Source: an optimization exercise on an open RTL-to-GDS flow (aim: small area, a short achievable clock period and few clock cycles). Production flows keep margins and buffers that such runs may drop.
RTL that was checked went through simulation tests only; none was proved equivalent to the original.
No functional check of the RTL was part of runs 2 and 3.
Power figures rest on the tool's default switching activity, not on a simulated workload.

===== flow/config.mk =====
export PLATFORM = sky130hd
export DESIGN_NAME = ATCONV
export DESIGN_NICKNAME = ATCONV
export VERILOG_FILES = /design/flow/design.v
export SDC_FILE = /design/flow/constraint.sdc
export NUM_CORES = 4
export LEC_CHECK = 0
export ABC_CLOCK_PERIOD_IN_PS = 2500
export CAP_MARGIN = 5
export CORE_MARGIN = 2
export CORE_UTILIZATION = 40
export CTS_BUF_LIST = sky130_fd_sc_hd__clkbuf_8
export SETUP_SLACK_MARGIN = 5
export SLEW_MARGIN = 5
export TNS_END_PERCENT = 10

===== flow/design.v =====
`timescale 1ns/10ps
module  ATCONV(
	input		clk,
	input		reset,
	output	reg	busy,
	input		ready,
	output reg	[11:0]	iaddr,
	input signed [12:0]	idata,
	output	reg 	cwr,
	output reg	[11:0]	caddr_wr,
	output reg 	[12:0] 	cdata_wr,
	output	reg 	crd,
	output reg	[11:0] 	caddr_rd,
	input 	[12:0] 	cdata_rd,
	output reg 	csel
	);
reg        fin;
reg [3:0]  ph;         
reg [5:0]  B;          
reg        ex;         
reg        dup;        
reg [8:0]  D;          
reg [11:0] Ta, Tb;     
reg [12:0] Va, Vb;     
reg [12:0] Xa, Xb;     
reg        colv;       
reg [10:0] pos;        
reg        ov;         
reg [12:0] RD;         
wire ph0 = ph[0];
wire ph1 = ph[1];
wire ph2 = ph[2];
wire ph3 = ph[3];
wire [5:0] x  = iaddr[5:0];
wire [5:0] n  = {x[0], x[5:1] ^ {5{x[0]}}};
wire       n0 = (x == 6'd0) & ~ex;
wire [5:0] n1 = n + 6'd1;
wire       wrap = (x == 6'd1) & ~dup;
wire [5:0] xn = (ex | wrap) ? 6'd0 : dup ? x : {n1[4:0] ^ {5{n1[5]}}, n1[5]};
wire       dupn = ex | ((x == 6'd62) & ~dup);
wire       cv = !n0 && !((x == 6'd63) && !dup) && !B[5];
wire [5:0] B_n = B + {5'd0, ex};
wire [3:0] q   = B[4:1];
wire       p   = B[0];
wire [3:0] qn  = B_n[4:1];
wire [5:0] rtopn = (qn == 4'd0) ? 6'd0 : {qn - 4'd1, 1'b1, B_n[0]};
wire [5:0] rbot  = (q == 4'd15) ? 6'd63 : {q + 4'd1, 1'b0, p};
wire [4:0]  pq = pos[10:7];
wire        pp = pos[6];
wire [5:0]  o  = pos[5:0];
wire [10:0] pn = pos + 11'd1;
wire [4:0]  co = o[4:0] ^ {5{o[5]}};
wire [4:0]  cn = pn[4:0] ^ {5{pn[5]}};
wire        pool = pp | o[5];
wire [11:0] tw = {3'd0, D};
wire [11:0] t4 = {1'b0, D, 2'b00};
wire [12:0] vw = {3'b111, ~D, 1'b0};
wire [12:0] v8 = {D, 4'b0000};
wire [11:0] Ta_n = (ph1 ? 12'd3 : Ta) + (ph2 ? t4 : tw);
wire [12:0] Va_n = (ph0 ? ~{1'b0, Ta} : Va) + (ph0 ? 13'd0 : ph2 ? v8 : vw);
wire [11:0] Tb_n = (ph2 ? 12'd3 : Tb) + (ph3 ? t4 : tw);
wire [12:0] Vb_n = (ph2 ? ~{1'b0, Tb} : Vb) + (ph3 ? v8 : vw);
wire [12:0] so  = ph0 ? Xa + ~{1'b0, Ta} : Xb + ~{1'b0, Tb};
wire [12:0] l0  = so[12] ? 13'd0 : so;
wire        gt  = RD > cdata_wr;
wire [12:0] mx  = gt ? RD : cdata_wr;
wire [12:0] mr  = (mx[3:0] == 4'd0) ? mx : {mx[12:4] + 9'd1, 4'd0};
wire [12:0] mg  = (pp & o[5]) ? mr : mx;
always @(posedge clk) begin
	D  <= idata[12:4];
	RD <= cdata_rd;
	Ta <= Ta_n;
	Va <= Va_n;
	if (!ph1) begin
		Tb <= Tb_n;
		Vb <= Vb_n;
	end
	if (ph0) Xa <= Va;
	if (ph2) Xb <= Vb;
	cdata_wr <= (ph0 | ph2) ? l0 : mg;
	if (reset) begin
		busy <= 1'b0;
		fin <= 1'b0;
		ph <= 4'b0001;
		B <= 6'd0;
		ex <= 1'b0;
		dup <= 1'b1;
		iaddr <= 12'd0;
		colv <= 1'b0;
		ov <= 1'b0;
		pos <= 11'h7ff;
		cwr <= 1'b0;
		crd <= 1'b0;
	end else begin
		if (ready && !fin) busy <= 1'b1;
		ph <= {ph[2:0], ph[3]};
		case (1'b1)
		ph0: begin
			iaddr[11:6] <= {q, 1'b0, p};
			ov <= colv;
			if (colv) pos <= pn;
			cwr <= colv & ~fin;
			crd <= colv & ~pn[6] & pn[5];
			if (B[5] && n0 && !dup) begin
				busy <= 1'b0;
				fin <= 1'b1;
				cwr <= 1'b0;
				crd <= 1'b0;
			end
		end
		ph1: begin
			iaddr[11:6] <= {q, 1'b1, p};
			cwr <= ov & pool & ~fin;
			crd <= ov & pp;
		end
		ph2: begin
			colv <= cv;
			iaddr[11:6] <= rbot;
			cwr <= ov & ~fin;
			crd <= cv & ~pn[6] & pn[5];
		end
		default: begin
			iaddr <= {rtopn, xn};
			ex <= wrap;
			dup <= dupn;
			B <= B_n;
			cwr <= ov & pool & ~fin;
			crd <= cv & pn[6];
		end
		endcase
	end
end
always @(posedge clk) begin
	case (1'b1)
	ph0: begin
		csel <= 1'b0;
		caddr_wr <= {pn[10:7], 1'b0, pn[6], cn, pn[5]};
		caddr_rd <= {pn[10:7], 1'b1, pn[6], cn, 1'b0};
	end
	ph1: begin
		csel <= 1'b1;
		caddr_wr <= {2'b00, pq, 1'b0, co};
		caddr_rd <= {2'b00, pq, 1'b1, co};
	end
	ph2: begin
		csel <= 1'b0;
		caddr_wr <= {pq, 1'b1, pp, co, o[5]};
		caddr_rd <= {pn[10:7], 1'b0, pn[6], cn, 1'b0};
	end
	default: begin
		csel <= 1'b1;
		caddr_wr <= {2'b00, pq, 1'b1, co};
		caddr_rd <= {2'b00, pn[10:7], 1'b0, cn};
	end
	endcase
end
endmodule

===== flow/constraint.sdc =====
create_clock -name core_clock -period 8.0 [get_ports {clk}]
set_input_delay 1.6000 -clock core_clock [delete_from_list [all_inputs] [get_ports {clk}]]
set_output_delay 1.6000 -clock core_clock [all_outputs]
set_load 0.01 [all_outputs]

===== flow/flow/run.sh =====
#!/bin/bash
set -euo pipefail
export BUFFER_PORTS_ARGS="-buffer_cell sky130_fd_sc_hd__buf_1"
bash standard.sh SETUP_SLACK_MARGIN=5.3 finish > standard.log 2>&1

===== flow/standard.sh =====
#!/bin/bash
# synth_recipe.tcl (not shown) runs the flow's synth.tcl, then flattens the netlist and writes it again
# the make line also repeats each setting of config.mk as NAME=value (left out here)
make -C /OpenROAD-flow-scripts/flow DESIGN_CONFIG=/design/flow/config.mk WORK_HOME=/design/flow/orfs CLKGATE_MAP_FILE= SYNTH_SCRIPT=/design/flow/synth_recipe.tcl "${@:-finish}"

==> results_dict.tcl, run 1 <==
set metrics [dict create \
    nFillCells 2506 \
    gp_congestion 0.832 \
    yosys.area_share.adder_pct 12.1 \
    end_kind "output pin" \
    muxShareOfSynthArea_pct 1.66 \
    die-height_um 166 \
    worstSetupPathType "reg -> out" \
    synth_nets 1334 \
    synth-seq-cells 177 \
    grt_pass1_vias 8445 \
    rsz0062_at_grt "yes" \
    start_util_pct 40.6 \
    synth_ff_type "dfxtp_1" \
    io_pins 82 \
    wl_per_cell_um 16.1 \
    hpwl_um 18100 \
    status "complete, no violations" \
    grtUsageTotal_pct 19.2 \
    slowest_stage "dfxtp_1" \
    clockBufferDepth 2 \
    worstHoldPathType "reg -> reg" \
    synth_top_family_by_area "compound AO/OA/AOI/OAI gates" \
    setup_slack_ns 5.29 \
    ys_warn_count 1 \
    synth_largest_area_cell "dfxtp_1" \
    fmax_ghz 0.369 \
    core_area_um2 26000 \
    vias_per_cell 5.34 \
    synthXorXnorAreaFrac_pct 8.14 \
    fin_setup_tns_ns 0 \
    ys_seq_area_share_pct 38.5 \
    row_count 59 \
    cts_tree "built" \
    antenna_found_initial 0 \
    vias 8726 \
    cts-root-buf "clkbuf_8" \
    placed_cell_area_um2 11200 \
    worst-path-max-fanout 8 \
    power_per_cell_area_nw_per_um2 320 \
    dr.pass1.iters 5 \
    yosysMostFrequentCell "nor2_1" \
    synth_compound_area_share_pct 17.8 \
    drt-total-wl_um 26300 \
    ctsHtreeMaxLevel 4 \
    pre_cts_ws_ns 3.59 \
    hold_viol_final 0 \
    total_power_mw 3.87 \
    synthTopCellsByArea "dfxtp_1, edfxtp_1, ha_1" \
    multi_input_area_um2 6330 \
    die-area_um2 27700 \
    relSlewSlack_pct 46.5 \
    slowest_delay_ns 0.47 \
    synthTopCellsByCount "nor2_1, a21oi_1, dfxtp_1" \
    grt_max_degree 59 \
    setup_violations 0 \
    synth.distinct_cells 76 \
    cp.required_ns 6.40 \
    seqCellArea_um2 4090 \
    netlist_instances 1207 \
    drive_gt1_share_pct 12.2 \
    maxCapViolCount 0 \
    grt-ovfl-total 0 \
    final_area_um2 12100 \
    netlist.area_leader.share_pct 23.7 \
    io_buffers 77 \
    ctsHoldBuffers 0 \
    drc_errors 0 \
    cts-buffers-inserted 17 \
    syn_avg_cell_area_um2 8.74 \
    postRouteAntennaNets 0 \
    die_x_um 166 \
    path_cells "buf_1" \
    p_leak_nw 4.90 \
    synthesis.area_um2 10500 \
    clock_sinks 177 \
    synthSimpleGateAreaFrac_pct 17.4 \
    peakVddDrop_mv 0.144 \
    start_kind "register" \
    arrival_ns 1.11 \
    areaGrowthSynthToFinish_pct 14.6 \
    finalMaxSlewViolations 0 \
    critPathTopFamily "flip-flops" \
    path_buf_inv 1 \
    clk_pin_slew_ns 0.10 \
    async_reset_ff_share_pct 0 \
    finalCritPeriodShare_pct 33.9 \
    nets 1412 \
    drt-initial-drc-count 623 \
    antenna_cells 0 \
    synth_edf_count 52 \
    period_needed_ns 2.71 \
    grt_pass1_wl_um 43400 \
    worstSkewPairLatency_ns 0.47 \
    tightest_slew_ns 0.802 \
    clock_skew_ns 0.0192 \
]
## final cells by class
type | instances | share of cell area (%)
Inverter | 72 | 2.27
Clock inverter | 15 | 1.36
Clock buffer | 17 | 1.94
Multi-Input combinational cell | 912 | 52.4
Sequential cell | 177 | 33.9
Timing Repair Buffer | 104 | 4.73
Tap cell | 335 | 3.47
Timing Repair inverter | 1 | 0.0414
## path summary, 6_finish.rpt
check	from	to	slack, ns	depth (start not counted)
setup / recovery	iaddr[3]	iaddr[3]	5.29	1
hold / removal	Va[3]	Xa[3]	0.42	0
setup reg to reg	Ta[2]	cdata_wr[6]	5.29	10
hold reg to reg	Va[3]	Xa[3]	0.42	0
## layout by cell type, fill, tap and decap left out, drive strengths merged, types with 5 or more instances in the layout
cell | synthesis | routed
nand2b | 13 | 13
nand4 | 6 | 6
or3b | 6 | 6
nor3 | 30 | 30
clkinv | 0 | 5
dfxtp | 125 | 125
mux2 | 6 | 6
mux2i | 10 | 10
xor2 | 27 | 27
a211oi | 10 | 10
o21bai | 6 | 6
edfxtp | 52 | 52
o211ai | 9 | 9
a21o | 16 | 16
nand2 | 100 | 100
buf | 13 | 104
fa | 6 | 6
ha | 92 | 92
nor2 | 144 | 144
a21oi | 129 | 130
xnor2 | 71 | 71
o21a | 6 | 6
clkbuf | 34 | 17
or3 | 5 | 5
inv | 72 | 79
o21ai | 70 | 70
nor2b | 16 | 16
nand3 | 33 | 33
and3 | 14 | 14
a22oi | 12 | 12
o22ai | 13 | 13
## cell families after synthesis
kind of cell	after synthesis
AOI/OAI and AO/OA	306
xor gates and xnor gates	98
adders and majority gates	98
buffers and inverters	119
DFF	177
muxes	16
and+or+nand+nor	393
## per-stage QoR
step | utilization [%] | std cells | hold WS (ns)
final | 46.5 | 1633 | 0.424
after global routing | 46.5 | 1633 | 0.430
after CTS | 46.0 | 1631 | 0.428
after detailed placement | 43.1 | 1577 | 0.407
after global placement | 43.1 | 1577 | 0.406
after floorplan | - | 1207 | 0.400
## what timing repair did
action | in CTS | in global routing
pin swaps | 10 | 13
cloned | 2 | 0
gates resized for setup | 31 | 33
buffers inserted | 20 | 2
setup endpoints to repair | 66 | 37
## report_power, final
group / internal (mW) / leakage [nW] / total [mW] / switching [mW]
Combinational: 0.842 / 3.15 / 1.93 / 1.09
Sequential: 1.19 / 1.55 / 1.31 / 0.124
Clock: 0.237 / 0.197 / 0.630 / 0.392
## registers in the layout, indices dropped and copies added (netlist names), 4 cells and up
signal	count
Tb	12
iaddr	12
ph	4
caddr_rd	12
pos	11
Xa	13
Vb	13
cdata_wr	13
D	9
RD	13
caddr_wr	12
Ta	12
B	6
Va	13
Xb	13
## per-layer routing
layer,routed length [um],global-route usage (%)
met2,12100,31.0
met1,12600,26.6
met4,344,5.06
met3,1190,3.15
met5,0,0
Testbench counts, summed over its fixed seeds: cycles 102,972.
==> run 2: changes to the inputs <==
--- a/flow/design.v
+++ b/flow/design.v
@@ -28,3 +28,2 @@
 reg        ov;         
-reg [12:0] RD;         
 wire ph0 = ph[0];
@@ -64,4 +63,4 @@
 wire [12:0] l0  = so[12] ? 13'd0 : so;
-wire        gt  = RD > cdata_wr;
-wire [12:0] mx  = gt ? RD : cdata_wr;
+wire        gt  = cdata_rd > cdata_wr;
+wire [12:0] mx  = gt ? cdata_rd : cdata_wr;
 wire [12:0] mr  = (mx[3:0] == 4'd0) ? mx : {mx[12:4] + 9'd1, 4'd0};
@@ -70,3 +69,2 @@
 	D  <= idata[12:4];
-	RD <= cdata_rd;
 	Ta <= Ta_n;
@@ -119,3 +117,3 @@
 			cwr <= ov & ~fin;
-			crd <= cv & ~pn[6] & pn[5];
+			crd <= ov & ~pp & o[5];
 		end
@@ -137,3 +135,3 @@
 		caddr_wr <= {pn[10:7], 1'b0, pn[6], cn, pn[5]};
-		caddr_rd <= {pn[10:7], 1'b1, pn[6], cn, 1'b0};
+		caddr_rd <= {pn[10:7], 1'b0, pn[6], cn, 1'b0};    
 	end
@@ -147,3 +145,3 @@
 		caddr_wr <= {pq, 1'b1, pp, co, o[5]};
-		caddr_rd <= {pn[10:7], 1'b0, pn[6], cn, 1'b0};
+		caddr_rd <= {pq, 1'b1, pp, co, 1'b0};              
 	end
--- a/flow/config.mk
+++ b/flow/config.mk
@@ -8,3 +8,3 @@
 export ABC_CLOCK_PERIOD_IN_PS = 2500
-export CAP_MARGIN = 5
+export CAP_MARGIN = 20
 export CORE_MARGIN = 2
@@ -13,3 +13,2 @@
 export SETUP_SLACK_MARGIN = 5
-export SLEW_MARGIN = 5
-export TNS_END_PERCENT = 10
+export SLEW_MARGIN = 20
==> run 2 against run 1 <==
Against the previous run: still clean; sequential power fell by 6%; worst hold slack improved by 0.0065 ns; clock skew fell by 0.0054 ns; clock power rose by 6.5%; utilization rose by 3.1 points; cell count rose by 0.67%; critical path depth rose by 14; register-to-register slack got worse by 0.10 ns; count of clock-buffer cells in the layout rose by 1; largest cell class unchanged.
==> results_dict.tcl, run 2 <==
set metrics [dict create \
    io_buffers 77 \
    nFillCells 2385 \
    cts-buffers-inserted 17 \
    drt-total-wl_um 26800 \
    rsz0062_at_grt "yes" \
    hold_depth 0 \
    final_cell_mix "nor2_1, a21oi_1, nand2_1" \
    antenna_cells 0 \
    io_pins 82 \
    cts-root-buf "clkbuf_8" \
    synth_ff_type "dfxtp_1" \
    async_reset_ff_share_pct 0 \
    ctsHtreeMaxLevel 4 \
    ys_warn_count 1 \
    grt_pass1_vias 8240 \
    relSlewSlack_pct 47.8 \
    synthTopCellsByCount "a21oi_1, nor2_1, dfxtp_1" \
    vias 8735 \
    clock_sinks 162 \
    drive_gt1_share_pct 17.8 \
    clockBufferDepth 2 \
    drc_errors 0 \
    reg2reg_slack_ns 5.19 \
    vias_per_cell 5.31 \
    seqCellArea_um2 3800 \
    hold_viol_final 0 \
    synth_edf_count 52 \
    dr.pass1.iters 5 \
    drt-initial-drc-count 578 \
    maxCapViolCount 0 \
    clock_skew_ns 0.0138 \
    netlist_instances 1193 \
    finalMaxSlewViolations 0 \
    critPathLaunch "cdata_rd[2]" \
    start_kind "primary input" \
    grt-ovfl-total 0 \
    postRouteAntennaNets 0 \
    arrival_ns 3.86 \
    hpwl_um 17800 \
    crit_end "cdata_wr[8]" \
    period_needed_ns 3.52 \
    p_leak_nw 5.07 \
    gp_congestion 0.843 \
    finalCritPeriodShare_pct 44.0 \
    r2r_end "cdata_wr[7]" \
    yosysMostFrequentCell "a21oi_1" \
    tightest_slew_ns 0.780 \
    die_x_um 164 \
    timing.rr.start "Tb[0]" \
    ff2ff_path_depth 12 \
    mostFrequentLayoutCell "nor2_1" \
    die-height_um 164 \
    synth_largest_area_cell "dfxtp_1" \
    fmax_ghz 0.284 \
    cts_tree "built" \
    core_area_um2 25200 \
    nets 1428 \
    worstSkewPairLatency_ns 0.47 \
    multi_input_area_um2 6470 \
    areaGrowthSynthToFinish_pct 21.5 \
    grt_pass1_wl_um 41700 \
    setup_violations 0 \
    synth.distinct_cells 77 \
    synth_nets 1320 \
    netlist.area_leader.share_pct 21.4 \
    start_util_pct 40.8 \
    peakVddDrop_mv 0.150 \
    cp.required_ns 8.34 \
    end_kind "register" \
    clk_pin_slew_ns 0.09 \
    grt_max_degree 80 \
    ys_seq_area_share_pct 36.6 \
    status "complete, no violations" \
    worstSetupPathType "in -> reg" \
    power_per_cell_area_nw_per_um2 312 \
    grtUsageTotal_pct 19.6 \
    hold_slack_ns 0.430 \
    synth-seq-cells 162 \
    synthesis.area_um2 10300 \
    wl_per_cell_um 16.3 \
    row_count 58 \
    syn_avg_cell_area_um2 8.62 \
    synthTopCellsByArea "dfxtp_1, edfxtp_1, ha_1" \
    worstHoldPathType "reg -> reg" \
    fin_setup_tns_ns 0 \
    worst-path-max-fanout 6 \
    antenna_found_initial 0 \
    die-area_um2 27000 \
]
==> run 2: cell types whose count changed in the layout (fill, tap and decap cells not counted), moves of 9 or more <==
cell,before,now
buf_6,4,13
ha_4,2,13
nor2_1,139,130
buf_4,18,48
ha_1,85,76
and3_1,14,5
buf_1,77,64
dfxtp_1,110,93
==> run 2: worst max-delay path: stages <==
cell and delay, ns:
buf_2 0.14, ha_4 0.27, nand4_1 0.12, nor2_1 0.19, o31ai_2 0.12, a21oi_2 0.21, buf_12 0.15, mux2_4 0.32
ha_4 0.19, nand2_4 0.08, nor2_4 0.05, xnor2_2 0.16, nor2_1 0.06, a21oi_1 0.12, o22ai_1 0.08
==> run 2: metrics by stage <==
stage | total power, mW | instance area, um^2 | instances | util (%) | worst slack, ns
floorplan | 2.59 | 10600 | 1193 | - | 4.33
global placement | 2.94 | 11000 | 1553 | 43.7 | 3.87
detailed placement | 2.97 | 11000 | 1553 | 43.7 | 3.79
CTS | 3.82 | 12100 | 1613 | 48.0 | 4.58
global route | 4.19 | 12500 | 1644 | 49.6 | 4.39
finish | 3.89 | 12500 | 1644 | 49.6 | 4.48
==> run 2: worst min path at each step <==
stage,endpoint,start
finish,Xa[6],Va[6]
global route,Xa[6],Va[6]
CTS,Xa[6],Va[6]
detailed placement,Xa[6],Va[6]
global placement,Xb[0],Vb[0]
floorplan,Xa[0],Va[0]
==> run 2: where the power goes <==
group / switching (mW) / total (mW) / internal (mW) / leakage, nW
Sequential: 0.124 / 1.23 / 1.11 / 1.43
Clock: 0.342 / 0.671 / 0.329 / 0.224
Combinational: 1.08 / 1.99 / 0.909 / 3.42
Total: 1.55 / 3.89 / 2.35 / 5.07
==> run 2: area by class of cell <==
type,instances,area share (%)
Tap cell,330,3.30
Inverter,68,2.28
Multi-Input combinational cell,909,51.8
Timing Repair Buffer,142,8.64
Clock buffer,18,1.98
Sequential cell,162,30.5
Timing Repair inverter,1,0.0701
Clock inverter,14,1.50
==> run 2: cells by family after synthesis <==
logic type	count (synthesis)	synth area share (%)
mux	17	1.75
simple gates	373	17.1
flops	162	36.6
fa+ha+maj	98	12.4
buf+inv	122	4.90
xor+xnor	100	8.59
compound gates	321	18.7
==> run 2: per-layer routing <==
layer  wire length [um]  up-vias  GRT usage [%]
li1                   -     4405              -
met1              12600     4101           26.4
met2              12700      199           32.7
met3               1080       30           2.90
met4                391        0           5.22
met5                  0        -              0
==> run 2: what timing repair did <==
item / in CTS / in global routing
endpoints found under the hold margin: 0 / 0
pin swaps: 43 / 27
hold buffers: 0 / 0
endpoints found under the setup margin: 49 / 45
gates cloned: 4 / 2
gates resized for setup: 90 / 53
setup buffers: 24 / 29
==> run 3: changes to the inputs <==
--- a/flow/design.v
+++ b/flow/design.v
@@ -28,2 +28,3 @@
 reg        ov;         
+reg [11:0] RD;         
 wire ph0 = ph[0];
@@ -59,8 +60,8 @@
 wire [12:0] Va_n = (ph0 ? ~{1'b0, Ta} : Va) + (ph0 ? 13'd0 : ph2 ? v8 : vw);
-wire [11:0] Tb_n = (ph2 ? 12'd3 : Tb) + (ph3 ? t4 : tw);
-wire [12:0] Vb_n = (ph2 ? ~{1'b0, Tb} : Vb) + (ph3 ? v8 : vw);
+wire [11:0] Tb_n = (ph2 ? 12'd3 : Tb) + (ph1 ? 12'd0 : ph3 ? t4 : tw);
+wire [12:0] Vb_n = (ph2 ? ~{1'b0, Tb} : Vb) + (ph1 ? 13'd0 : ph3 ? v8 : vw);
 wire [12:0] so  = ph0 ? Xa + ~{1'b0, Ta} : Xb + ~{1'b0, Tb};
 wire [12:0] l0  = so[12] ? 13'd0 : so;
-wire        gt  = cdata_rd > cdata_wr;
-wire [12:0] mx  = gt ? cdata_rd : cdata_wr;
+wire        gt  = {1'b0, RD} > cdata_wr;
+wire [12:0] mx  = gt ? {1'b0, RD} : cdata_wr;
 wire [12:0] mr  = (mx[3:0] == 4'd0) ? mx : {mx[12:4] + 9'd1, 4'd0};
@@ -69,8 +70,7 @@
 	D  <= idata[12:4];
+	RD <= cdata_rd[11:0];
 	Ta <= Ta_n;
 	Va <= Va_n;
-	if (!ph1) begin
-		Tb <= Tb_n;
-		Vb <= Vb_n;
-	end
+	Tb <= Tb_n;
+	Vb <= Vb_n;
 	if (ph0) Xa <= Va;
@@ -117,3 +117,3 @@
 			cwr <= ov & ~fin;
-			crd <= ov & ~pp & o[5];
+			crd <= cv & ~pn[6] & pn[5];
 		end
@@ -135,3 +135,3 @@
 		caddr_wr <= {pn[10:7], 1'b0, pn[6], cn, pn[5]};
-		caddr_rd <= {pn[10:7], 1'b0, pn[6], cn, 1'b0};    
+		caddr_rd <= {pn[10:7], 1'b1, pn[6], cn, 1'b0};
 	end
@@ -145,3 +145,3 @@
 		caddr_wr <= {pq, 1'b1, pp, co, o[5]};
-		caddr_rd <= {pq, 1'b1, pp, co, 1'b0};              
+		caddr_rd <= {pn[10:7], 1'b0, pn[6], cn, 1'b0};
 	end
==> run 3 against run 2 <==
Against the previous run: still clean; total power grew 2.9%; setup slack better by 0.48 ns; via count up 3.5%.
==> results_dict.tcl, run 3 <==
set metrics [dict create \
    wl_met2_um 12400 \
    final_cell_mix "nor2_1, a21oi_1, dfxtp_1" \
    status "complete, no violations" \
    dp_cells 1607 \
    power_per_cell_area_nw_per_um2 321 \
    drc_errors 0 \
    synthTopCellsByArea "dfxtp_1, ha_1, edfxtp_1" \
    fin_setup_tns_ns 0 \
    tightest_slew_ns 1.28 \
    arrival_ns 3.43 \
    cts-root-buf "clkbuf_8" \
    layout.cells.non_filler 1685 \
    clk_pin_slew_ns 0.10 \
    top_layer "met4" \
    clock_sinks 176 \
    cts_tree "built" \
    dr.pass1.iters 5 \
    ys_seq_area_share_pct 36.2 \
    drive_gt1_share_pct 16.0 \
    die-height_um 166 \
    row_count 59 \
    grtUsageTotal_pct 19.4 \
    muxShareOfSynthArea_pct 2.09 \
    synth_largest_area_cell "dfxtp_1" \
    async_reset_ff_share_pct 0 \
    synthXorXnorAreaFrac_pct 7.84 \
    yosysMostFrequentCell "nor2_1" \
    rsz0062_at_grt "yes" \
    min_from "Va[0]" \
    relSlewSlack_pct 13.9 \
    hold_viol_final 0 \
    mostFrequentLayoutCell "nor2_1" \
    synth-seq-cells 176 \
    clock_skew_ns 0.0152 \
    antenna_cells 0 \
    path_buf_inv 0 \
    synthTopCellsByCount "nor2_1, dfxtp_1, a21oi_1" \
    setup_violations 0 \
    timing.rr.start "RD[7]" \
    core_area_um2 25900 \
    final_area_um2 12500 \
    p_leak_nw 5.14 \
    areaGrowthSynthToFinish_pct 18.7 \
    worstHoldPathType "reg -> reg" \
    final_util_pct 48.1 \
    finalMaxSlewViolations 0 \
    multi_input_area_um2 6620 \
    met3WireLength_um 1300 \
    worstSkewPairLatency_ns 0.47 \
    wl_per_cell_um 16.1 \
    yosys.area_share.adder_pct 12.0 \
    grt_pass1_vias 8819 \
    wl_met1_um 12800 \
    synth_ff_type "dfxtp_1" \
    slowest_delay_ns 0.42 \
    grt_max_degree 66 \
    drt-initial-drc-count 624 \
    io_buffers 76 \
    ctsHoldBuffers 0 \
    grt_pass1_wl_um 44300 \
    maxCapViolCount 0 \
    antenna_found_initial 0 \
    vias_per_cell 5.37 \
    ctsHtreeMaxLevel 4 \
    netlist_instances 1245 \
    start_kind "register" \
    clockBufferDepth 2 \
    worst-path-max-fanout 4 \
    critPathLaunch "RD[7]" \
    synth_top_family_by_area "compound AO/OA/AOI/OAI gates" \
    synthesis.area_um2 10500 \
    netlist.area_leader.share_pct 28.2 \
    ys_warn_count 1 \
    gp_congestion 0.822 \
    placed_cell_area_um2 11200 \
    fmax_ghz 0.330 \
    syn_avg_cell_area_um2 8.43 \
    die_x_um 166 \
    cp.required_ns 8.40 \
    synth_nets 1371 \
    synth_edf_count 28 \
    die-area_um2 27600 \
    nets 1463 \
    path_cells "ha_4 > nand4_1 > nor4_4 > a31o_1 > nand2_4 > o21ai_4 > ha_4 > nand3_4 > nor4_4 > mux2i_2 > or4_1 > a21oi_1" \
    cts-buffers-inserted 17 \
    hpwl_um 18300 \
    seqCellArea_um2 3870 \
    slowest_stage "or4_1" \
    grt-ovfl-total 0 \
    start_util_pct 40.5 \
    period_needed_ns 3.03 \
    critPathTopFamily "simple AND/OR/NAND/NOR gates" \
    synth_compound_area_share_pct 19.1 \
    nFillCells 2488 \
    synthSimpleGateAreaFrac_pct 17.5 \
    drt-total-wl_um 27000 \
    postRouteAntennaNets 0 \
    peakVddDrop_mv 0.160 \
    end_kind "register" \
    vias 9045 \
    worstSetupPathType "reg -> reg" \
    io_pins 82 \
    synth.distinct_cells 75 \
    finalCritPeriodShare_pct 37.9 \
]
run 3: changes by cell type after synthesis, moves of 6 or more:
| cell | change |
|---|---|
| nand2_1 | -37 |
| clkbuf_1 | +14 |
| nor2_1 | +15 |
| dfxtp_1 | +38 |
| nor4_1 | +7 |
| buf_4 | -6 |
| o21ai_1 | -6 |
| edfxtp_1 | -24 |
| inv_1 | +22 |
| nand3_1 | +7 |
| o21ai_0 | +6 |
| and3_1 | +8 |
| o21a_1 | +9 |
run 3: per-stage QoR:
stage	hold slack (ns)	setup WS, ns	total power, mW
after detailed placement	0.406	4.48	3.04
after CTS	0.435	4.97	3.84
final	0.431	4.97	4.00
after floorplan	0.400	5.05	2.66
after global placement	0.401	4.52	3.00
after global routing	0.445	4.82	4.32
run 3: timing repair:
| action | CTS | global route |
|---|---|---|
| pin swaps | 15 | 28 |
| cloned | 2 | 0 |
| gates resized for setup | 60 | 70 |
| setup buffers | 27 | 17 |
| endpoints found under the setup margin | 54 | 41 |
run 3: cells by family (layout without fill, tap and decap cells):
family / Yosys count / count (layout)
muxes: 21 / 21
and+or+nand+nor: 381 / 382
buffers and inverters: 144 / 248
DFF: 176 / 176
xor gates and xnor gates: 94 / 94
adders and majority gates: 97 / 97
AOI/OAI and AO/OA: 332 / 332
run 3: cell type report:
cell class | count | area share [%]
clock inverters | 15 | 1.44
well taps | 335 | 3.36
multi-input cells | 926 | 53.1
repair buffers | 126 | 6.22
flip-flops and latches | 176 | 31.0
clock buffers | 17 | 1.88
inverters | 90 | 2.97
run 3: worst register-to-register path, cell delays in order (launching register included):
cell	delay (ns)
dfxtp_1	0.39
ha_4	0.30
nand4_1	0.20
nor4_4	0.39
a31o_1	0.22
nand2_4	0.10
o21ai_4	0.18
ha_4	0.17
nand3_4	0.11
nor4_4	0.20
mux2i_2	0.15
or4_1	0.42
a21oi_1	0.13
run 3: metal layers:
metal	vias up	global-route usage, %
met4	0	6.96
met1	4227	26.8
met3	32	2.55
met2	222	31.3
met5	-	0
li1	4564	-
run 3: power breakdown:
| part | switching, mW | internal, mW |
|---|---|---|
| sequential | 0.126 | 1.14 |
| combinational | 1.14 | 0.935 |
| clock | 0.349 | 0.314 |
| total | 1.62 | 2.39 |
run 3: worst paths after layout:
check	to	slack (ns)	depth (start not counted)
max	cdata_wr[12]	4.97	12
min	Xa[0]	0.43	0
max reg2reg	cdata_wr[12]	4.97	12
min reg2reg	Xa[0]	0.43	0

[port drivers added, routing unchanged]
In the flow no input, the clock included, has a driving cell. The finished layouts below were timed again as built, in two steps.
Step 1: set_driving_cell puts a clkbuf_16 on clk and a buf_2 on each other input, an assumption about the parent block.
Step 2 times the ports against the registers' clock, not the clock port: input delays grow and output delays shrink by t, the midpoint of the rising clock arrivals with the driver on.
a / b / c = ideal / step 1 / step 2; a / b = the first two.
run | shift t [ns] | setup WS [ns] | hold slack, ns | worst setup path after step 2 | worst data-port slew with drivers (ns)
run 1 | 0.506 | 5.290 / 5.246 / 5.293 | 0.424 / 0.424 / 0.424 | register to register | 0.03
run 2 | 0.508 | 4.482 / 4.502 / 3.993 | 0.430 / 0.430 / 0.430 | input to register | 0.05
run 3 | 0.504 | 4.967 / 4.967 / 4.967 | 0.431 / 0.431 / 0.431 | register to register | 0.03
After both steps every run listed still meets setup and hold. The setup slack of run 2, which loses most, moves by +0.020 ns with the drivers and by -0.489 ns with both steps.
